This is an optimization exercise on Yosys and OpenROAD, whose aim is small area, not a production implementation.
Function was checked by simulation only, so behaviour that the tests miss may differ from the original.
Power figures rest on the tool's default switching activity, not on a simulated workload.

==> inputs of run a <==
Design reflet_periph16, start of the top module:
module reflet_periph16 (
    input clk,
    input reset,
    input enable,
    output [3:0] interrupt_request,
    output cpu_enable,
    input [14:0] addr,
    input [7:0] data_in,
    output [7:0] data_out,
    input write_en,
    input [15:0] gpi,
    output [15:0] gpo,
    input rx,
    output tx,
    output pwm,
    output [6:0] segments,
    output [3:0] seg_select,
    output seg_dot,
    output seg_colon,
    output synth_out,
    input [127:0] ext_io_in,
    output [127:0] ext_io_out
    );
Settings: LEC_CHECK=0, ABC_AREA=1, CAP_MARGIN=20, CORE_MARGIN=2, CORE_UTILIZATION=40, SLEW_MARGIN=20; clock period 10.0 ns.
standard.sh (not shown) runs the stock make flow with config.mk's settings and CLKGATE_MAP_FILE= SYNTH_SCRIPT=/design/flow/synth_recipe.tcl, a recipe that flattens the netlist after the stock synthesis.
==> flow/flow/run.sh <==
#!/bin/bash
set -euo pipefail
HERE=$(pwd)
FDIR=$HERE/flow
PLAT=${FLOW_PLATFORM:-sky130hd}
R=$HERE/orfs/results/$PLAT/reflet_periph16/base
LIB=$FLOW_HOME/platforms/$PLAT/lib/sky130_fd_sc_hd__tt_025C_1v80.lib
YOSYS=$FLOW_HOME/../tools/install/yosys/bin/yosys
[ -x "$YOSYS" ] || YOSYS=yosys

export BUFFER_PORTS_ARGS="-buffer_cell sky130_fd_sc_hd__buf_1"
export CTS_ARGS="-sink_clustering_enable -repair_clock_nets -dont_use_dummy_load -buf_list sky130_fd_sc_hd__clkbuf_4 -sink_clustering_size 8 -sink_clustering_max_diameter 50"

# 1. standard synthesis
bash standard.sh synth > standard_synth.log 2>&1
cp "$R/1_2_yosys.v" "$HERE/synth_standard.v"

# 2. area re-mapping of the combinational logic
DU=""
for c in $(cat "$FDIR/dont_use.txt"); do DU="$DU -dont_use $c"; done
"$YOSYS" -l "$HERE/remap.log" -p "
read_liberty -overwrite -ignore_miss_func $LIB
read_verilog $HERE/synth_standard.v
hierarchy -top $FLOW_TOP
blackbox sky130_fd_sc_hd__dfxtp_1 sky130_fd_sc_hd__edfxtp_1
flatten
rename -hide w:_*_.*
opt_clean -purge
opt -purge
abc -liberty $LIB $DU -script $FDIR/remap.abc
opt_clean -purge
hilomap -singleton -hicell sky130_fd_sc_hd__conb_1 HI -locell sky130_fd_sc_hd__conb_1 LO
splitnets
opt_clean -purge
insbuf -buf sky130_fd_sc_hd__buf_4 A X
read_liberty -lib -overwrite $LIB
tee -o $HERE/remap_stat.txt stat -liberty $LIB
check -assert
write_verilog -noattr -nohex -nodec $HERE/remap_raw.v
" > /dev/null
python3 "$FDIR/fixnames.py" "$HERE/synth_standard.v" "$HERE/remap_raw.v" "$HERE/remap.v" > "$HERE/fixnames.log" 2>&1
cp "$HERE/remap.v" "$R/1_2_yosys.v"
rm -f "$R/1_synth.odb" "$R/1_synth.sdc"

# 3. standard layout steps on the re-mapped netlist
bash standard.sh > standard.log 2>&1
Other scripts of this flow, unchanged in this note and not shown: flow/flow/dont_use.txt, flow/flow/fixnames.py, flow/flow/remap.abc
==> run b: changes against run a <==
--- a/flow/config.mk
+++ b/flow/config.mk
@@ -8,5 +8,5 @@
 export ABC_AREA = 1
 export CAP_MARGIN = 20
 export CORE_MARGIN = 2
-export CORE_UTILIZATION = 40
+export CORE_UTILIZATION = 55
 export SLEW_MARGIN = 20
==> notes <==
Against run a, the total power of run b is smaller by 1.1%. Between run a and run b, the lower worst hold slack is in run a (gap 7.3 ps). Flip-flop and latch count is the same in run a and run b. Routed wire length: run a is higher than run b (about 9%). Between run a and run b, the lower via count is in run a (gap 0.99%, measured against run b).


==> run G <==
reflet_periph16 again, from the RTL that the note above started with.
==> flow/design.v (excerpt) <==
module reflet_periph16 (
    input clk,
    input reset,
    input enable,
    output [3:0] interrupt_request,
    output cpu_enable,
    input [14:0] addr,
    input [7:0] data_in,
    output [7:0] data_out,
    input write_en,
    input [15:0] gpi,
    output [15:0] gpo,
    input rx,
    output tx,
    output pwm,
    output [6:0] segments,
    output [3:0] seg_select,
    output seg_dot,
    output seg_colon,
    output synth_out,
    input [127:0] ext_io_in,
    output [127:0] ext_io_out
    );
    wire rst = !reset;
    wire bus_sel = enable & (addr[14:6] == 9'b111111100);
    wire [5:0] offset = addr[5:0];
    wire bus_wr = bus_sel & write_en;
    wire [63:0] we = {63'h0, bus_wr} << offset;
    wire [7:0] din0 = data_in & {8{reset}};
    reg [7:0] rdata;
    reg [7:0] int_en, int_level;
    reg [15:0] gpo_r, rise_mask, fall_mask;
    reg [7:0] t1_pre1, t1_pre2, t1_mcnt;
    reg [7:0] t2_pre1, t2_pre2, t2_mcnt;
    reg [7:0] tx_data;
    reg [7:0] pwm_freq, pwm_duty;
    reg [7:0] seg_ctrl, seg_num01, seg_num23;
    reg [7:0] power;
    reg [7:0] synth_reg;
    reg [6:0] io_addr;
    always @ (posedge clk)
    begin
        if(we[4]  | rst) int_en <= din0;
        if(we[5]  | rst) int_level <= din0;
        if(we[8]  | rst) gpo_r[7:0] <= din0;
        if(we[9]  | rst) gpo_r[15:8] <= din0;
        if(we[12] | rst) rise_mask[7:0] <= din0;
        if(we[13] | rst) rise_mask[15:8] <= din0;
        if(we[14] | rst) fall_mask[7:0] <= din0;
        if(we[15] | rst) fall_mask[15:8] <= din0;
        if(we[16] | rst) t1_pre1 <= din0;
        if(we[17] | rst) t1_pre2 <= din0;
        if(we[18] | rst) t1_mcnt <= din0;
        if(we[19] | rst) t2_pre1 <= din0;
        if(we[20] | rst) t2_pre2 <= din0;
        if(we[21] | rst) t2_mcnt <= din0;
  ...
export LEC_CHECK = 0
export ABC_AREA = 1
export CAP_MARGIN = 0
export CORE_MARGIN = 2
export CORE_UTILIZATION = 40
export SLEW_MARGIN = 0
create_clock -name core_clock -period 10.0 [get_ports {clk}]
==> flow/flow/run.sh <==
#!/bin/bash
set -o pipefail
export BUFFER_PORTS_ARGS="-buffer_cell sky130_fd_sc_hd__buf_1"
export CTS_ARGS="-sink_clustering_enable -repair_clock_nets -dont_use_dummy_load -buf_list sky130_fd_sc_hd__clkbuf_4 -sink_clustering_size 8 -sink_clustering_max_diameter 50"
bash standard.sh > standard.log 2>&1
==> run M: changes against run G <==
--- a/flow/design.v
+++ b/flow/design.v
@@ -518,11 +518,11 @@
     wire bus_sel = enable & (addr[14:6] == 9'b111111100);
     wire [5:0] offset = addr[5:0];
     wire bus_wr = bus_sel & write_en;
     wire [63:0] we = {63'h0, bus_wr} << offset;
     wire [7:0] din0 = data_in & {8{reset}};
-    reg [7:0] rdata;
+    wire [7:0] din1 = {data_in[7:1] & {7{reset}}, data_in[0] | rst};
     reg [7:0] int_en, int_level;
     reg [15:0] gpo_r, rise_mask, fall_mask;
     reg [7:0] t1_pre1, t1_pre2, t1_mcnt;
     reg [7:0] t2_pre1, t2_pre2, t2_mcnt;
     reg [7:0] tx_data;
@@ -560,17 +560,16 @@
     assign gpo = gpo_r;
     reg restart_n;
     always @ (posedge clk)
         restart_n <= reset;
     reg pwm_update, power_update, shape_changed;
-    wire [7:0] wr_diff = data_in ^ rdata;
-    wire wr_changes = |wr_diff;
     always @ (posedge clk)
     begin
-        pwm_update <= rst | ((we[26] | we[27]) & wr_changes);
-        power_update <= rst | (we[32] & wr_changes);
-        shape_changed <= rst | (we[33] & (|wr_diff[7:6]));
+        pwm_update <= rst ? ((pwm_freq != 8'h0) | (pwm_duty != 8'h0)) :
+                      ((we[26] & (data_in != pwm_freq)) | (we[27] & (data_in != pwm_duty)));
+        power_update <= rst ? (power != 8'hFF) : (we[32] & (data_in != power));
+        shape_changed <= rst ? (synth_reg[7:6] != 2'b00) : (we[33] & (data_in[7:6] != synth_reg[7:6]));
     end
     reg [15:0] prev_gpi;
     always @ (posedge clk)
         prev_gpi <= gpi;
     wire int_gpio = |((gpi & ~prev_gpi & rise_mask) | (~gpi & prev_gpi & fall_mask));
@@ -691,11 +690,11 @@
             io_ctrl <= 0;
         else if(io_ctrl[3] | io_update)
             io_ctrl <= {5'h0, io_ctrl[2], gpo_read, gpi_read};
         else if(we[35])
             io_ctrl <= data_in;
-        io_update <= rst | (we[34] & (|wr_diff[6:0])) | io_ctrl[3];
+        io_update <= rst | (we[34] & (data_in[6:0] != io_addr)) | io_ctrl[3];
     end
     reflet_extended_io ext_io (
         .clk(clk),
         .reset(reset),
         .io_addr(io_addr),
@@ -703,44 +702,46 @@
         .gpo_write(io_ctrl[2]),
         .gpi_read(gpi_read),
         .gpo_read(gpo_read),
         .gpi(ext_io_in),
         .gpo(ext_io_out));
-    wire [63:0] rsel = 64'h1 << offset;
+    reg [7:0] rdata;
     always @ (*)
-        rdata =
-            ({8{rsel[0]}} & 8'h01) |
-            ({8{rsel[2]}} & 8'hFA) |
-            ({8{rsel[3]}} & 8'h1F) |
-            ({8{rsel[4]}} & int_en) |
-            ({8{rsel[5]}} & int_level) |
-            ({8{rsel[7]}} & status) |
-            ({8{rsel[8]}} & gpo_r[7:0]) |
-            ({8{rsel[9]}} & gpo_r[15:8]) |
-            ({8{rsel[10]}} & gpi[7:0]) |
-            ({8{rsel[11]}} & gpi[15:8]) |
-            ({8{rsel[12]}} & rise_mask[7:0]) |
-            ({8{rsel[13]}} & rise_mask[15:8]) |
-            ({8{rsel[14]}} & fall_mask[7:0]) |
-            ({8{rsel[15]}} & fall_mask[15:8]) |
-            ({8{rsel[16]}} & t1_pre1) |
-            ({8{rsel[17]}} & t1_pre2) |
-            ({8{rsel[18]}} & t1_mcnt) |
-            ({8{rsel[19]}} & t2_pre1) |
-            ({8{rsel[20]}} & t2_pre2) |
-            ({8{rsel[21]}} & t2_mcnt) |
-            ({8{rsel[22]}} & tx_cmd) |
-            ({8{rsel[23]}} & tx_data) |
-            ({8{rsel[24]}} & rx_cmd) |
-            ({8{rsel[25]}} & rx_data) |
-            ({8{rsel[26]}} & pwm_freq) |
-            ({8{rsel[27]}} & pwm_duty) |
-            ({8{rsel[28]}} & seg_ctrl) |
-            ({8{rsel[29]}} & seg_num01) |
-            ({8{rsel[30]}} & seg_num23) |
-            ({8{rsel[31]}} & sleep) |
-            ({8{rsel[32]}} & power) |
-            ({8{rsel[33]}} & synth_reg) |
-            ({8{rsel[34]}} & {1'b0, io_addr}) |
-            ({8{rsel[35]}} & io_ctrl);
+        case(offset)
+            6'd0:  rdata = 8'h01;
+            6'd2:  rdata = 8'hFA;
+            6'd3:  rdata = 8'h1F;
+            6'd4:  rdata = int_en;
+            6'd5:  rdata = int_level;
+            6'd7:  rdata = status;
+            6'd8:  rdata = gpo_r[7:0];
+            6'd9:  rdata = gpo_r[15:8];
+            6'd10: rdata = gpi[7:0];
+            6'd11: rdata = gpi[15:8];
+            6'd12: rdata = rise_mask[7:0];
+            6'd13: rdata = rise_mask[15:8];
+            6'd14: rdata = fall_mask[7:0];
+            6'd15: rdata = fall_mask[15:8];
+            6'd16: rdata = t1_pre1;
+            6'd17: rdata = t1_pre2;
+            6'd18: rdata = t1_mcnt;
+            6'd19: rdata = t2_pre1;
+            6'd20: rdata = t2_pre2;
+            6'd21: rdata = t2_mcnt;
+            6'd22: rdata = tx_cmd;
+            6'd23: rdata = tx_data;
+            6'd24: rdata = rx_cmd;
+            6'd25: rdata = rx_data;
+            6'd26: rdata = pwm_freq;
+            6'd27: rdata = pwm_duty;
+            6'd28: rdata = seg_ctrl;
+            6'd29: rdata = seg_num01;
+            6'd30: rdata = seg_num23;
+            6'd31: rdata = sleep;
+            6'd32: rdata = power;
+            6'd33: rdata = synth_reg;
+            6'd34: rdata = {1'b0, io_addr};
+            6'd35: rdata = io_ctrl;
+            default: rdata = 8'h00;
+        endcase
     assign data_out = rdata & {8{bus_sel}};
 endmodule
==> flow/run.sh (new file) <==
#!/bin/bash
# synth_recipe.tcl (not shown) runs the flow's synth.tcl, then flattens the netlist and writes it again
# the make line also repeats each setting of config.mk as NAME=value (left out here)
make -C /OpenROAD-flow-scripts/flow DESIGN_CONFIG=/design/flow/config.mk WORK_HOME=/design/flow/orfs CLKGATE_MAP_FILE= SYNTH_SCRIPT=/design/flow/synth_recipe.tcl finish
Settings changed: ABC_AREA 1 to not set, CAP_MARGIN 0 to 20, SLEW_MARGIN 0 to 20.
removed: flow/flow/run.sh
removed: flow/standard.sh
==> comparison <==
- Of run M and run G, run M has the higher synthesized area (gap 1.2%, measured against run G).
- Between run G and run M, the lower via count is in run M (gap 11%, measured against run M).
- Clock power: run G is lower than run M (about 50%).
- Between run G and run M, the lower sequential share of layout area is in run M (gap 5.0 points).
- Against run M, the cell area of run G is smaller by 11%.
==> figures <==
quantity	run M	run G
Leakage	12.5 nW	12.4 nW
Worst vdd ir	0.148 mV	0.106 mV
Reported clock group power	2.43 mW	1.16 mW
Starting Density	40.2%	40.3%
Count of standard-cell rows	98	97
Outcome	finished clean	finished clean
Iteration count of the initial detailed-routing pass	6	8
First-pass GRT wire length	165000 um	158000 um
Number of tap cells inserted	950	940
Skew-Pair Late Insertion Delay	0.66 ns	0.93 ns
Peak Freq	132 MHz	152 MHz

==> afterwards: timing with drivers on the ports <==
How much do the figures lean on ideal ports? The routed layouts below were timed once more, with nothing changed but the port constraints.
Step 1 (the two cells are an assumption about what drives the block):
set clk [get_ports {clk}]
set_driving_cell -lib_cell sky130_fd_sc_hd__clkbuf_16 $clk
set_driving_cell -lib_cell sky130_fd_sc_hd__buf_2 [delete_from_list [all_inputs] $clk]
Step 2 times the ports against the registers' clock, not the clock port: input delays grow and output delays shrink by t, the midpoint of the rising clock arrivals with the driver on.
a / b / c = ideal / step 1 / step 2; a / b = the first two.
run	shift t [ns]	slack for setup (ns)	latest minus earliest clock arrival (ns)	slew at the worst register clock pin (ns)	cell pins on the clock port's net
run a	0.883	2.750 / 2.708 / 2.708	0.097 / 0.096	0.10 / 0.10	1
run b	0.904	2.744 / 2.710 / 2.710	0.090 / 0.091	0.10 / 0.10	1
run G	0.911	3.402 / 3.367 / 3.367	0.173 / 0.173	0.10 / 0.10	1
run M	0.711	2.416 / 2.383 / 2.383	0.041 / 0.042	0.08 / 0.08	1
After both steps setup and hold are still met in every run listed. The setup slack of run a, which loses most, moves by -0.042 ns with the drivers and by -0.042 ns with both steps.
